What follows belongs to an exercise in optimizing a design on an open flow for small area and a short achievable clock period; a production flow would make more cautious choices. For this run, only the layout was checked, not whether the RTL still works. No activity file was given, so power comes from the tool's default toggle rates.

==> flow/design.v <==
module core (
    input  clk_i,
    input  rst_i,
    input  [31:0] inst_i,
    input  [31:0] data_i,
    output [31:0] inst_addr_o,
    output [31:0] data_o,
    output [31:0] data_addr_o,
    output        data_rw_o,
    output [1:0]  data_width_o,
    output        fence_o
);
wire [6:0] opcode_w;
wire [4:0] rd_w;
wire [2:0] funct3_w;
wire [4:0] rs1_w;
wire [4:0] rs2_w;
wire [6:0] funct7_w;
wire [31:0] wd_w;
assign opcode_w = inst_i[6:0];
assign rd_w     = inst_i[11:7];
assign funct3_w = inst_i[14:12];
assign rs1_w    = inst_i[19:15];
assign rs2_w    = inst_i[24:20];
assign funct7_w = inst_i[31:25];
reg [1:0] PCsel;
reg       WAsel;
reg [1:0] WBsel;
reg       Op1sel;
reg       Op2sel;
reg [3:0] ALUsel;
reg [1:0] immsel;
reg [31:0] rd1_w;
reg [31:0] rd2_w;
wire [31:0] pc_next_w;
reg [31:0] result_r;
reg        data_rw_r;
reg        fence_r;
reg [31:0] pc;
wire [31:0] jalr_target_w;
assign pc_next_w = {pc[31:2], 2'b0} + 32'd4;
assign jalr_target_w = rd1_w + {{20{funct7_w[6]}}, funct7_w, rs2_w};
assign data_addr_o = result_r;
assign data_rw_o = data_rw_r & ~rst_i;
assign data_o = rd2_w;
assign inst_addr_o = pc;
assign fence_o = fence_r;
always @ (posedge clk_i) begin
    if (rst_i)
        pc <= 32'b0;
    else
    case (PCsel)
        0:
             pc <= pc_next_w;
        1:
             pc <= pc + {{12{funct7_w[6]}}, rs1_w, funct3_w, rs2_w[0], funct7_w[5:0], rs2_w[4:1], 1'b0};
        2:
             pc <= jalr_target_w & 32'hFFFFFFFE;
        3:
             pc <= pc + {{20{funct7_w[6]}}, rd_w[0], funct7_w[5:0], rd_w[4:1], 1'b0};
    endcase
end
wire [31:0] op2_w;
wire [31:0] op1_w;
wire [31:0] imm_w;
reg [31:0] mem_r;
reg [1:0]  data_width_r;
assign data_width_o = data_width_r;
assign op2_w = Op2sel ? rd2_w : imm_w;
assign op1_w = Op1sel ? pc : rd1_w;
assign imm_w = immsel[1] ? {funct7_w, rs2_w, rs1_w, funct3_w, 12'b0} : (immsel[0] ? {{20{funct7_w[6]}}, funct7_w, rd_w} : {{20{funct7_w[6]}}, funct7_w, rs2_w});
assign wd_w = WBsel[1] ? mem_r : (WBsel[0] ? result_r : pc_next_w);
always @ * begin
    mem_r = data_i;
    data_width_r = 2'b00;
    if (funct3_w == 3'b001 || funct3_w == 3'b001) begin
        mem_r = {{16{data_i[15]}}, data_i[15:0]};
        data_width_r = 2'b01;
    end
    else if (funct3_w == 3'b101) begin
        mem_r = {16'b0000000000000000, data_i[15:0]};
        data_width_r = 2'b01;
    end
    else if (funct3_w == 3'b000 || funct3_w == 3'b000) begin
        mem_r = {{24{data_i[7]}}, data_i[7:0]};
        data_width_r = 2'b11;
    end
    else if (funct3_w == 3'b100) begin
        mem_r = {24'b000000000000000000000000, data_i[7:0]};
        data_width_r = 2'b11;
    end
end
function [0:0] less_than_signed;
    input [31:0] x;
    input [31:0] y;
    reg [31:0] v;
begin
    v = (x - y);
    if (x[31] != y[31])
        less_than_signed = x[31];
    else
        less_than_signed = v[31];
end
endfunction
function [0:0] greater_than_signed;
    input [31:0] x;
    input [31:0] y;
    reg [31:0] v;
begin
    v = (y - x);
    if (x[31] != y[31])
        greater_than_signed = y[31];
    else
        greater_than_signed = v[31];
end
endfunction
reg branch_token_r;
always @ * begin
    branch_token_r = 0;
    if (funct3_w == 3'b000) begin
        branch_token_r = (rd1_w == rd2_w);
    end
    else if (funct3_w == 3'b001) begin
        branch_token_r = (rd1_w != rd2_w);
    end
    else if (funct3_w == 3'b100) begin
        branch_token_r = less_than_signed(rd1_w, rd2_w);
    end
    else if (funct3_w == 3'b101) begin
        branch_token_r = greater_than_signed(rd1_w, rd2_w) | (rd2_w == rd1_w);
    end
    else if (funct3_w == 3'b110) begin
        branch_token_r = (rd1_w < rd2_w);
    end
    else if (funct3_w == 3'b111) begin
        branch_token_r = (rd1_w >= rd2_w);
    end
end
always @ * begin
    PCsel = 0;
    WAsel = 0;
    WBsel = 2'b00;
    data_rw_r = 0;
    immsel = 2'b00;
    Op2sel = 0;
    Op1sel = 0;
    ALUsel = 4'b0000;
    fence_r = 0;
    if (opcode_w == 7'b1101111) begin
        PCsel = 1;
        WAsel = 1;
        WBsel = 2'b00;
        data_rw_r = 0;
    end
    else if (opcode_w == 7'b1100111) begin
        PCsel = 2;
        immsel = 2'b00;
        WAsel = 1;
        WBsel = 2'b00;
        data_rw_r = 0;
    end
    else if (opcode_w == 7'b1100011 && branch_token_r) begin
        PCsel = 3;
        WAsel = 0;
        WBsel = 2'b00;
        data_rw_r = 0;
    end
    else if (opcode_w == 7'b0110111) begin
        immsel = 2'b10;
        Op2sel = 0;
        ALUsel = 4'b0000;
        WAsel  = 1;
        WBsel  = 2'b01;
        data_rw_r = 0;
    end
    else if (opcode_w == 7'b0010111) begin
        immsel = 2'b10;
        Op1sel = 1;
        Op2sel = 0;
        ALUsel = 4'b0100;
        WAsel  = 1;
        WBsel  = 2'b01;
        data_rw_r = 0;
    end
    else if (opcode_w == 7'b0000011) begin
        immsel = 2'b00;
        Op1sel = 0;
        Op2sel = 0;
        ALUsel = 4'b0100;
        WAsel  = 1;
        WBsel  = 2'b10;
        data_rw_r = 0;
    end
    else if (opcode_w == 7'b0100011) begin
        immsel = 2'b01;
        Op1sel = 0;
        Op2sel = 0;
        ALUsel = 4'b0100;
        WAsel  = 0;
        data_rw_r = 1;
    end
    else if (opcode_w == 7'b0010011) begin
        immsel = 2'b00;
        Op1sel = 0;
        Op2sel = 0;
        WAsel  = 1;
        WBsel  = 2'b01;
        data_rw_r = 0;
        case (funct3_w)
            3'b000:
                 ALUsel = 4'b0100;
            3'b010:
                 ALUsel = 4'b1011;
            3'b011:
                 ALUsel = 4'b1010;
            3'b100:
                 ALUsel = 4'b1001;
            3'b110:
                 ALUsel = 4'b1000;
            3'b111:
                 ALUsel = 4'b0111;
            3'b001:
                 ALUsel = 4'b0001;
            3'b101:
                 ALUsel = (funct7_w == 7'b0000000) ?  4'b0010 : 4'b0011;
        endcase
    end
    else if (opcode_w == 7'b0110011) begin
        Op1sel = 0;
        Op2sel = 1;
        WAsel  = 1;
        WBsel  = 2'b01;
        data_rw_r = 0;
        case (funct3_w)
            3'b000:
                 ALUsel = (funct7_w == 7'b0000000) ? 4'b0100 : 4'b0110;
            3'b010:
                 ALUsel = 4'b1011;
            3'b011:
                 ALUsel = 4'b1010;
            3'b100:
                 ALUsel = 4'b1001;
            3'b110:
                 ALUsel = 4'b1000;
            3'b111:
                 ALUsel = 4'b0111;
            3'b001:
                 ALUsel = 4'b0001;
            3'b101:
                 ALUsel = (funct7_w == 7'b0000000) ? 4'b0010 : 4'b0011;
        endcase
    end
    else if (opcode_w == 7'b0001111) begin
        WAsel  = 0;
        fence_r= 1;
    end
end
reg [31:16]     shift_right_fill_r;
reg [31:0]      shift_right_1_r;
reg [31:0]      shift_right_2_r;
reg [31:0]      shift_right_4_r;
reg [31:0]      shift_right_8_r;
reg [31:0]      shift_left_1_r;
reg [31:0]      shift_left_2_r;
reg [31:0]      shift_left_4_r;
reg [31:0]      shift_left_8_r;
wire [31:0]     sub_res_w = op1_w - op2_w;
always @ *
begin
    shift_right_fill_r = 16'b0;
    shift_right_1_r = 32'b0;
    shift_right_2_r = 32'b0;
    shift_right_4_r = 32'b0;
    shift_right_8_r = 32'b0;
    shift_left_1_r = 32'b0;
    shift_left_2_r = 32'b0;
    shift_left_4_r = 32'b0;
    shift_left_8_r = 32'b0;
    case (ALUsel)
       4'b0001 :
       begin
            if (op2_w[0] == 1'b1)
                shift_left_1_r = {op1_w[30:0],1'b0};
            else
                shift_left_1_r = op1_w;
            if (op2_w[1] == 1'b1)
                shift_left_2_r = {shift_left_1_r[29:0],2'b00};
            else
                shift_left_2_r = shift_left_1_r;
            if (op2_w[2] == 1'b1)
                shift_left_4_r = {shift_left_2_r[27:0],4'b0000};
            else
                shift_left_4_r = shift_left_2_r;
            if (op2_w[3] == 1'b1)
                shift_left_8_r = {shift_left_4_r[23:0],8'b00000000};
            else
                shift_left_8_r = shift_left_4_r;
            if (op2_w[4] == 1'b1)
                result_r = {shift_left_8_r[15:0],16'b0000000000000000};
            else
                result_r = shift_left_8_r;
       end
       4'b0010, 4'b0011:
       begin
            if (op1_w[31] == 1'b1 && ALUsel == 4'b0011)
                shift_right_fill_r = 16'b1111111111111111;
            else
                shift_right_fill_r = 16'b0000000000000000;
            if (op2_w[0] == 1'b1)
                shift_right_1_r = {shift_right_fill_r[31], op1_w[31:1]};
            else
                shift_right_1_r = op1_w;
            if (op2_w[1] == 1'b1)
                shift_right_2_r = {shift_right_fill_r[31:30], shift_right_1_r[31:2]};
            else
                shift_right_2_r = shift_right_1_r;
            if (op2_w[2] == 1'b1)
                shift_right_4_r = {shift_right_fill_r[31:28], shift_right_2_r[31:4]};
            else
                shift_right_4_r = shift_right_2_r;
            if (op2_w[3] == 1'b1)
                shift_right_8_r = {shift_right_fill_r[31:24], shift_right_4_r[31:8]};
            else
                shift_right_8_r = shift_right_4_r;
            if (op2_w[4] == 1'b1)
                result_r = {shift_right_fill_r[31:16], shift_right_8_r[31:16]};
            else
                result_r = shift_right_8_r;
       end       
       4'b0100 : 
       begin
            result_r      = (op1_w + op2_w);
       end
       4'b0110 : 
       begin
            result_r      = sub_res_w;
       end
       4'b0111 : 
       begin
            result_r      = (op1_w & op2_w);
       end
       4'b1000  : 
       begin
            result_r      = (op1_w | op2_w);
       end
       4'b1001 : 
       begin
            result_r      = (op1_w ^ op2_w);
       end
       4'b1010 : 
       begin
            result_r      = (op1_w < op2_w) ? 32'h1 : 32'h0;
       end
       4'b1011 : 
       begin
            if (op1_w[31] != op2_w[31])
                result_r  = op1_w[31] ? 32'h1 : 32'h0;
            else
                result_r  = sub_res_w[31] ? 32'h1 : 32'h0;            
       end
       default  : 
       begin
            result_r      = op2_w;
       end
    endcase
end
reg [31:0] x0, x1, x2, x3, x4, x5, x6, x7, x8, x9, x10, x11, x12, x13, x14, x15, x16, x17, x18, x19, x20, x21, x22, x23, x24, x25, x26, x27, x28, x29, x30, x31;
always @ * begin
    case (rs1_w)
        5'd0: rd1_w = 32'b0;
        5'd1: rd1_w = x1;
        5'd2: rd1_w = x2;
        5'd3: rd1_w = x3;
        5'd4: rd1_w = x4;
        5'd5: rd1_w = x5;
        5'd6: rd1_w = x6;
        5'd7: rd1_w = x7;
        5'd8: rd1_w = x8;
        5'd9: rd1_w = x9;
        5'd10: rd1_w = x10;
        5'd11: rd1_w = x11;
        5'd12: rd1_w = x12;
        5'd13: rd1_w = x13;
        5'd14: rd1_w = x14;
        5'd15: rd1_w = x15;
        5'd16: rd1_w = x16;
        5'd17: rd1_w = x17;
        5'd18: rd1_w = x18;
        5'd19: rd1_w = x19;
        5'd20: rd1_w = x20;
        5'd21: rd1_w = x21;
        5'd22: rd1_w = x22;
        5'd23: rd1_w = x23;
        5'd24: rd1_w = x24;
        5'd25: rd1_w = x25;
        5'd26: rd1_w = x26;
        5'd27: rd1_w = x27;
        5'd28: rd1_w = x28;
        5'd29: rd1_w = x29;
        5'd30: rd1_w = x30;
        5'd31: rd1_w = x31;
    endcase
end
always @ * begin
    case (rs2_w)
        5'd0: rd2_w = 32'b0;
        5'd1: rd2_w = x1;
        5'd2: rd2_w = x2;
        5'd3: rd2_w = x3;
        5'd4: rd2_w = x4;
        5'd5: rd2_w = x5;
        5'd6: rd2_w = x6;
        5'd7: rd2_w = x7;
        5'd8: rd2_w = x8;
        5'd9: rd2_w = x9;
        5'd10: rd2_w = x10;
        5'd11: rd2_w = x11;
        5'd12: rd2_w = x12;
        5'd13: rd2_w = x13;
        5'd14: rd2_w = x14;
        5'd15: rd2_w = x15;
        5'd16: rd2_w = x16;
        5'd17: rd2_w = x17;
        5'd18: rd2_w = x18;
        5'd19: rd2_w = x19;
        5'd20: rd2_w = x20;
        5'd21: rd2_w = x21;
        5'd22: rd2_w = x22;
        5'd23: rd2_w = x23;
        5'd24: rd2_w = x24;
        5'd25: rd2_w = x25;
        5'd26: rd2_w = x26;
        5'd27: rd2_w = x27;
        5'd28: rd2_w = x28;
        5'd29: rd2_w = x29;
        5'd30: rd2_w = x30;
        5'd31: rd2_w = x31;
    endcase
end
always @ (posedge clk_i) begin
    if (WAsel && !rst_i) begin
    case (rd_w)
        5'd0: x0 <= 32'b0;
        5'd1: x1 <= wd_w;
        5'd2: x2 <= wd_w;
        5'd3: x3 <= wd_w;
        5'd4: x4 <= wd_w;
        5'd5: x5 <= wd_w;
        5'd6: x6 <= wd_w;
        5'd7: x7 <= wd_w;
        5'd8: x8 <= wd_w;
        5'd9: x9 <= wd_w;
        5'd10: x10 <= wd_w;
        5'd11: x11 <= wd_w;
        5'd12: x12 <= wd_w;
        5'd13: x13 <= wd_w;
        5'd14: x14 <= wd_w;
        5'd15: x15 <= wd_w;
        5'd16: x16 <= wd_w;
        5'd17: x17 <= wd_w;
        5'd18: x18 <= wd_w;
        5'd19: x19 <= wd_w;
        5'd20: x20 <= wd_w;
        5'd21: x21 <= wd_w;
        5'd22: x22 <= wd_w;
        5'd23: x23 <= wd_w;
        5'd24: x24 <= wd_w;
        5'd25: x25 <= wd_w;
        5'd26: x26 <= wd_w;
        5'd27: x27 <= wd_w;
        5'd28: x28 <= wd_w;
        5'd29: x29 <= wd_w;
        5'd30: x30 <= wd_w;
        5'd31: x31 <= wd_w;
    endcase
    end
end
endmodule
==> flow/run.sh <==
#!/bin/bash
# synth_recipe.tcl (not shown) runs the flow's synth.tcl, then flattens the netlist and writes it again
# the make line also repeats each setting of config.mk as NAME=value (left out here)
make -C /OpenROAD-flow-scripts/flow DESIGN_CONFIG=/design/flow/config.mk WORK_HOME=/design/flow/orfs CLKGATE_MAP_FILE= SYNTH_SCRIPT=/design/flow/synth_recipe.tcl finish
==> flow/config.mk <==
export PLATFORM = sky130hd
export DESIGN_NAME = core
export DESIGN_NICKNAME = core
export VERILOG_FILES = /design/flow/design.v
export SDC_FILE = /design/flow/constraint.sdc
export NUM_CORES = 4
export LEC_CHECK = 0
export CAP_MARGIN = 20
export CORE_MARGIN = 2
export CORE_UTILIZATION = 40
export SLEW_MARGIN = 20
==> flow/constraint.sdc <==
create_clock -name core_clock -period 12.0 [get_ports {clk_i}]
set_input_delay 2.4000 -clock core_clock [delete_from_list [all_inputs] [get_ports {clk_i}]]
set_output_delay 2.4000 -clock core_clock [all_outputs]
set_load 0.01 [all_outputs]
==> report_table.html <==
<table>
<tr><th>Metric</th><th>Value</th></tr>
<tr><th colspan="2">Finish</th></tr>
<tr><td>Count of fill cells added during filler insertion</td><td>14.1k</td></tr>
<tr><td>Layout area overhead</td><td>25.2%</td></tr>
<tr><td>Net count reported at finish</td><td>7170</td></tr>
<tr><td>Ratio of cells with drive above 1 in the final layout</td><td>20.8%</td></tr>
<tr><td>Most frequent cells in the layout</td><td>sky130_fd_sc_hd__edfxtp_1, sky130_fd_sc_hd__buf_4, sky130_fd_sc_hd__nand3_1</td></tr>
<tr><td>Most common cell after layout, fill and taps aside</td><td>sky130_fd_sc_hd__edfxtp_1</td></tr>
<tr><td>Final standard cell area without fillers</td><td>77300 µm²</td></tr>
<tr><th colspan="2">Clock network</th></tr>
<tr><td>Hold buffer count at CTS</td><td>0</td></tr>
<tr><td>Register clock-pin slew on the reported worst setup and hold paths</td><td>approximately 0.07 ns</td></tr>
<tr><td>Maximum buffer depth of the clock tree</td><td>3</td></tr>
<tr><td>CTS Root Buffer Type</td><td>sky130_fd_sc_hd__clkbuf_16</td></tr>
<tr><td>Count of H-tree levels built during CTS</td><td>3</td></tr>
<tr><td>CTS tree</td><td>done</td></tr>
<tr><td>Clock sinks</td><td>1023</td></tr>
<tr><td>Clock latency on the worst-skew pair</td><td>0.79 ns</td></tr>
<tr><td>TritonCTS Buffers</td><td>108</td></tr>
<tr><th colspan="2">Yosys</th></tr>
<tr><td>Multiplexer fraction of the synthesized cell area</td><td>1.30%</td></tr>
<tr><td>Post-synth top flop</td><td>sky130_fd_sc_hd__edfxtp_1</td></tr>
<tr><td>Adder and majority cell fraction of the synthesized area</td><td>4.64%</td></tr>
<tr><td>Register bit count reported by yosys</td><td>1023</td></tr>
<tr><td>Xor and xnor fraction of the mapped netlist area</td><td>1.32%</td></tr>
<tr><td>Synth top area cells</td><td>sky130_fd_sc_hd__edfxtp_1, sky130_fd_sc_hd__nand3_1, sky130_fd_sc_hd__a22oi_1</td></tr>
<tr><td>Sequential fraction of the synthesis area</td><td>between 40% and 50%</td></tr>
<tr><td>Syn Area/Cell</td><td>10.2 µm²</td></tr>
<tr><td>Synth area leader</td><td>sky130_fd_sc_hd__edfxtp_1</td></tr>
<tr><td>Simple logic cell fraction of the synthesized area</td><td>about a fifth</td></tr>
<tr><td>Compound-Gate Fraction of Synth Area</td><td>19.6%</td></tr>
<tr><td>Cell area after synthesis</td><td>between 60000 and 70000 µm²</td></tr>
<tr><td>Synthesized netlist cell count</td><td>6055</td></tr>
<tr><td>Dominant combinational cell family by area after synthesis</td><td>compound AO/OA/AOI/OAI gates</td></tr>
<tr><td>EDFF count, synth</td><td>992</td></tr>
<tr><td>Share of synthesized registers carrying an async set or reset</td><td>0%</td></tr>
<tr><td>Area fraction of the dominant cell type after synthesis</td><td>around half</td></tr>
<tr><td>Post-synth net total</td><td>roughly 6.3k</td></tr>
<tr><td>Number of synthesis warnings</td><td>1</td></tr>
<tr><td>Number of library cell types mapped by synthesis</td><td>120</td></tr>
<tr><th colspan="2">Global route</th></tr>
<tr><td>GR Overflow Total</td><td>0</td></tr>
<tr><td>Wire length of the first global-routing pass</td><td>between 500000 and 600000 µm</td></tr>
<tr><td>Largest net degree at the start of global routing</td><td>61</td></tr>
<tr><td>Global routing usage summed across all routing layers</td><td>between 50% and 60%</td></tr>
<tr><td>Met1 Usage GRT</td><td>57.1%</td></tr>
<tr><td>Global-route layer with the greatest usage</td><td>met2</td></tr>
<tr><td>Grt met2 use</td><td>74.3%</td></tr>
<tr><td>Initial antenna violation count</td><td>30</td></tr>
<tr><td>Via count of the first global-routing pass</td><td>61.0k</td></tr>
<tr><td>Met3 Resource Use GR</td><td>17.1%</td></tr>
<tr><th colspan="2">Placed design</th></tr>
<tr><td>Instance area at placement</td><td>around 73000 µm²</td></tr>
<tr><td>Setup WS pre-CTS</td><td>-0.439 ns</td></tr>
<tr><td>Weighted congestion at the end of routability-driven global placement</td><td>1.10</td></tr>
<tr><td>Post-DP HPWL</td><td>293000 µm</td></tr>
<tr><td>Quantity of I/O buffers inserted on ports</td><td>164</td></tr>
<tr><th colspan="2">Setup path</th></tr>
<tr><td>Max stage delay on crit path</td><td>approximately 0.7 ns</td></tr>
<tr><td>Buffers &amp; Inverters on Critical Path</td><td>12</td></tr>
<tr><td>CP most frequent cell</td><td>sky130_fd_sc_hd__buf_4</td></tr>
<tr><td>Largest delay share family, worst path</td><td>compound AO/OA/AOI/OAI gates</td></tr>
<tr><td>Peak fanout along the critical path</td><td>19</td></tr>
<tr><td>CP startpoint kind</td><td>input pin</td></tr>
<tr><td>Critical-path cell with the highest stage delay</td><td>sky130_fd_sc_hd__nor4_1</td></tr>
<tr><td>Critical path arrival</td><td>about 9.4 ns</td></tr>
<tr><td>Critical Path End Type</td><td>output port</td></tr>
<tr><td>Data required time of the critical path</td><td>roughly 9.6 ns</td></tr>
<tr><td>Worst Setup Path Type</td><td>in -&gt; out</td></tr>
<tr><th colspan="2">Floorplanning</th></tr>
<tr><td>Count of boundary I/O pins</td><td>166</td></tr>
<tr><td>Overall die width</td><td>397 µm</td></tr>
<tr><td>Number of rows in the core area</td><td>144</td></tr>
<tr><td>Die area</td><td>~160000 µm²</td></tr>
<tr><td>Vertical die dimension</td><td>397 µm</td></tr>
<tr><td>Starting utilization of the core area</td><td>40.1%</td></tr>
<tr><td>Core region area</td><td>154000 µm²</td></tr>
<tr><th colspan="2">Detailed routing</th></tr>
<tr><td>Remaining number of nets flagged by the antenna check after routing</td><td>0</td></tr>
<tr><td>Routed wirelength normalized by instance count</td><td>45.0 µm</td></tr>
<tr><td>DRT iter0 DRCs</td><td>11.7k</td></tr>
<tr><td># DRC</td><td>0</td></tr>
<tr><td>Average vias per placed instance</td><td>7.29</td></tr>
<tr><td>Via count of the routed design</td><td>65.9k</td></tr>
<tr><td>Total detailed-routing wirelength</td><td>a little over 400000 µm</td></tr>
<tr><td>DRT Pass-1 Iters</td><td>10</td></tr>
<tr><th colspan="2">Timing</th></tr>
<tr><td>Total Neg Setup Slack</td><td>0 ns</td></tr>
<tr><td>Final slew viol count</td><td>0</td></tr>
<tr><td>Time the final worst path needs with I/O delays and setup</td><td>roughly 12 ns</td></tr>
<tr><td>Number of hold violations in the final report</td><td>0</td></tr>
<tr><td>Worst Clk Skew</td><td>0.0989 ns</td></tr>
<tr><td>Final critical-path setup slack</td><td>0.163 ns</td></tr>
<tr><td>Period Utilization, post-route</td><td>98.6%</td></tr>
<tr><td>Count of final setup violators</td><td>0</td></tr>
<tr><td>Worst hold-check slack</td><td>0.757 ns</td></tr>
<tr><td>Transition at the pin with the smallest max-transition slack</td><td>roughly 1.3 ns</td></tr>
<tr><td>Highest achievable clock rate</td><td>roughly 0.084 GHz</td></tr>
<tr><td>Relative slew slack</td><td>15.2%</td></tr>
<tr><th colspan="2">Job</th></tr>
<tr><td>Number of max-cap violations</td><td>0</td></tr>
<tr><th colspan="2">Worst hold path</th></tr>
<tr><td>Hold Crit Class</td><td>reg -&gt; reg</td></tr>
<tr><th colspan="2">Power</th></tr>
<tr><td>Cell leakage power</td><td>29.0 nW</td></tr>
<tr><td>Worst VDD drop</td><td>0.134 mV</td></tr>
<tr><td>Pwr Density</td><td>around 130 nW/µm²</td></tr>
<tr><th colspan="2">Outcome</th></tr>
<tr><td>Status</td><td>no timing/DRC/antenna violations</td></tr>
</table>
## cells in the mapped netlist, types with 39 or more instances
cell type and count:
sky130_fd_sc_hd__xnor2_1 62, sky130_fd_sc_hd__nor3_1 99, sky130_fd_sc_hd__a32oi_1 50, sky130_fd_sc_hd__edfxtp_1 992
sky130_fd_sc_hd__nand2b_1 42, sky130_fd_sc_hd__a31oi_1 59, sky130_fd_sc_hd__a21oi_1 256, sky130_fd_sc_hd__a2111oi_0 44
sky130_fd_sc_hd__a22oi_1 435, sky130_fd_sc_hd__nor4_1 71, sky130_fd_sc_hd__clkbuf_1 242, sky130_fd_sc_hd__nand4_1 240
sky130_fd_sc_hd__nand2_1 340, sky130_fd_sc_hd__ha_1 216, sky130_fd_sc_hd__nor2_1 351, sky130_fd_sc_hd__o211ai_1 58
sky130_fd_sc_hd__buf_2 153, sky130_fd_sc_hd__inv_1 182, sky130_fd_sc_hd__mux2i_1 39, sky130_fd_sc_hd__buf_1 52
sky130_fd_sc_hd__a211oi_1 45, sky130_fd_sc_hd__o21ai_0 215, sky130_fd_sc_hd__nor2b_1 42, sky130_fd_sc_hd__nand3_1 751
sky130_fd_sc_hd__and3_1 183, sky130_fd_sc_hd__a21o_1 63
## cell families (layout without fill, tap and decap cells)
logic type | count (synthesis) | count (layout)
multiplexers | 68 | 68
AND/OR/NAND/NOR | 2303 | 2303
AO/OA/AOI/OAI | 1681 | 1681
other | 1 | 21
flip-flops | 1023 | 1023
adder cells (fa/ha/maj) | 225 | 225
buffers and inverters | 661 | 1578
XOR/XNOR | 93 | 93
## worst reg2reg max path, delay by kind of cell (launching register included)
| kind | cells | cell delay [ns] |
|---|---|---|
| buf+inv | 10 | 1.65 |
| simple gates | 11 | 1.20 |
| flops | 1 | 0.52 |
| mux | 1 | 0.25 |
| xor+xnor | 1 | 0.15 |
| fa+ha+maj | 4 | 1.03 |
| compound gates | 20 | 4.37 |
## path summary, 6_finish.rpt
path | from | end | slack, ns | depth (start not counted)
max | inst_i[16] | data_addr_o[27] | 0.16 | 27
min | pc[7]$_SDFF_PP0_ | pc[7]$_SDFF_PP0_ | 0.76 | 2
max reg2reg | x13[1]$_DFFE_PP_ | pc[29]$_SDFF_PP0_ | 2.79 | 47
min reg2reg | pc[7]$_SDFF_PP0_ | pc[7]$_SDFF_PP0_ | 0.76 | 2
## metrics by stage
stage	total power, W	instances	util, %
after floorplan	0.00502	6055	-
after global placement	0.00629	8805	47.7
after detailed placement	0.00628	8805	47.7
after CTS	0.00972	9011	50.1
after global routing	0.0100	9019	50.2
final	0.00986	9036	50.3
## metal layers
metal / wire, µm / part of all wire [%]
met1: 134000 / 33
met2: 171000 / 42
met3: 54000 / 13
met4: 47200 / 12
met5: 277 / 0.068
## layout make-up
| class | count | area [µm²] | area share [%] |
|---|---|---|---|
| multi-input combinational | 4371 | 29400 | 38.0 |
| clock buffer | 121 | 2750 | 3.56 |
| timing repair buffer | 1189 | 10500 | 13.6 |
| clock inverter | 80 | 890 | 1.15 |
| antenna | 20 | 50.0 | 0.0648 |
| inverter | 188 | 706 | 0.913 |
| tap | 2044 | 2560 | 3.31 |
| sequential | 1023 | 30400 | 39.4 |
## power by group
group / internal (W) / switching (W)
registers: 0.00391 / 0.00000744
clock network: 0.00193 / 0.00157
logic: 0.000848 / 0.00160
total: 0.00668 / 0.00317
## what timing repair did
| action | CTS | global route |
|---|---|---|
| setup endpoints to repair | 2 | 10 |
| pin swaps | 4 | 11 |
| resized for setup | 14 | 38 |
| buffers inserted | 5 | 5 |

what the ideal ports hide:
Ports are ideal in the flow. The routed layout listed here was re-timed in OpenROAD.
Step 1, drivers: a clkbuf_16 drives clk_i and a buf_2 each remaining input, both assumed.
Step 2 moves the port delays by t, midway between the first and last clock arrival at a register: inputs arrive t later, outputs are due t later. That takes back most of the time a late clock gives input paths.
Three values: no drivers, after step 1, after step 2; two values: the first two.
t (ns): 0.819
slack for setup (ns): 0.163 / 0.144 / -0.194
hold WS [ns]: 0.757 / 0.757 / 0.757
worst setup path after step 2: input to register
Met with ideal ports but missed after step 2: setup timing in this run. The setup slack of this run moves by -0.019 ns with the drivers and by -0.357 ns with both steps.
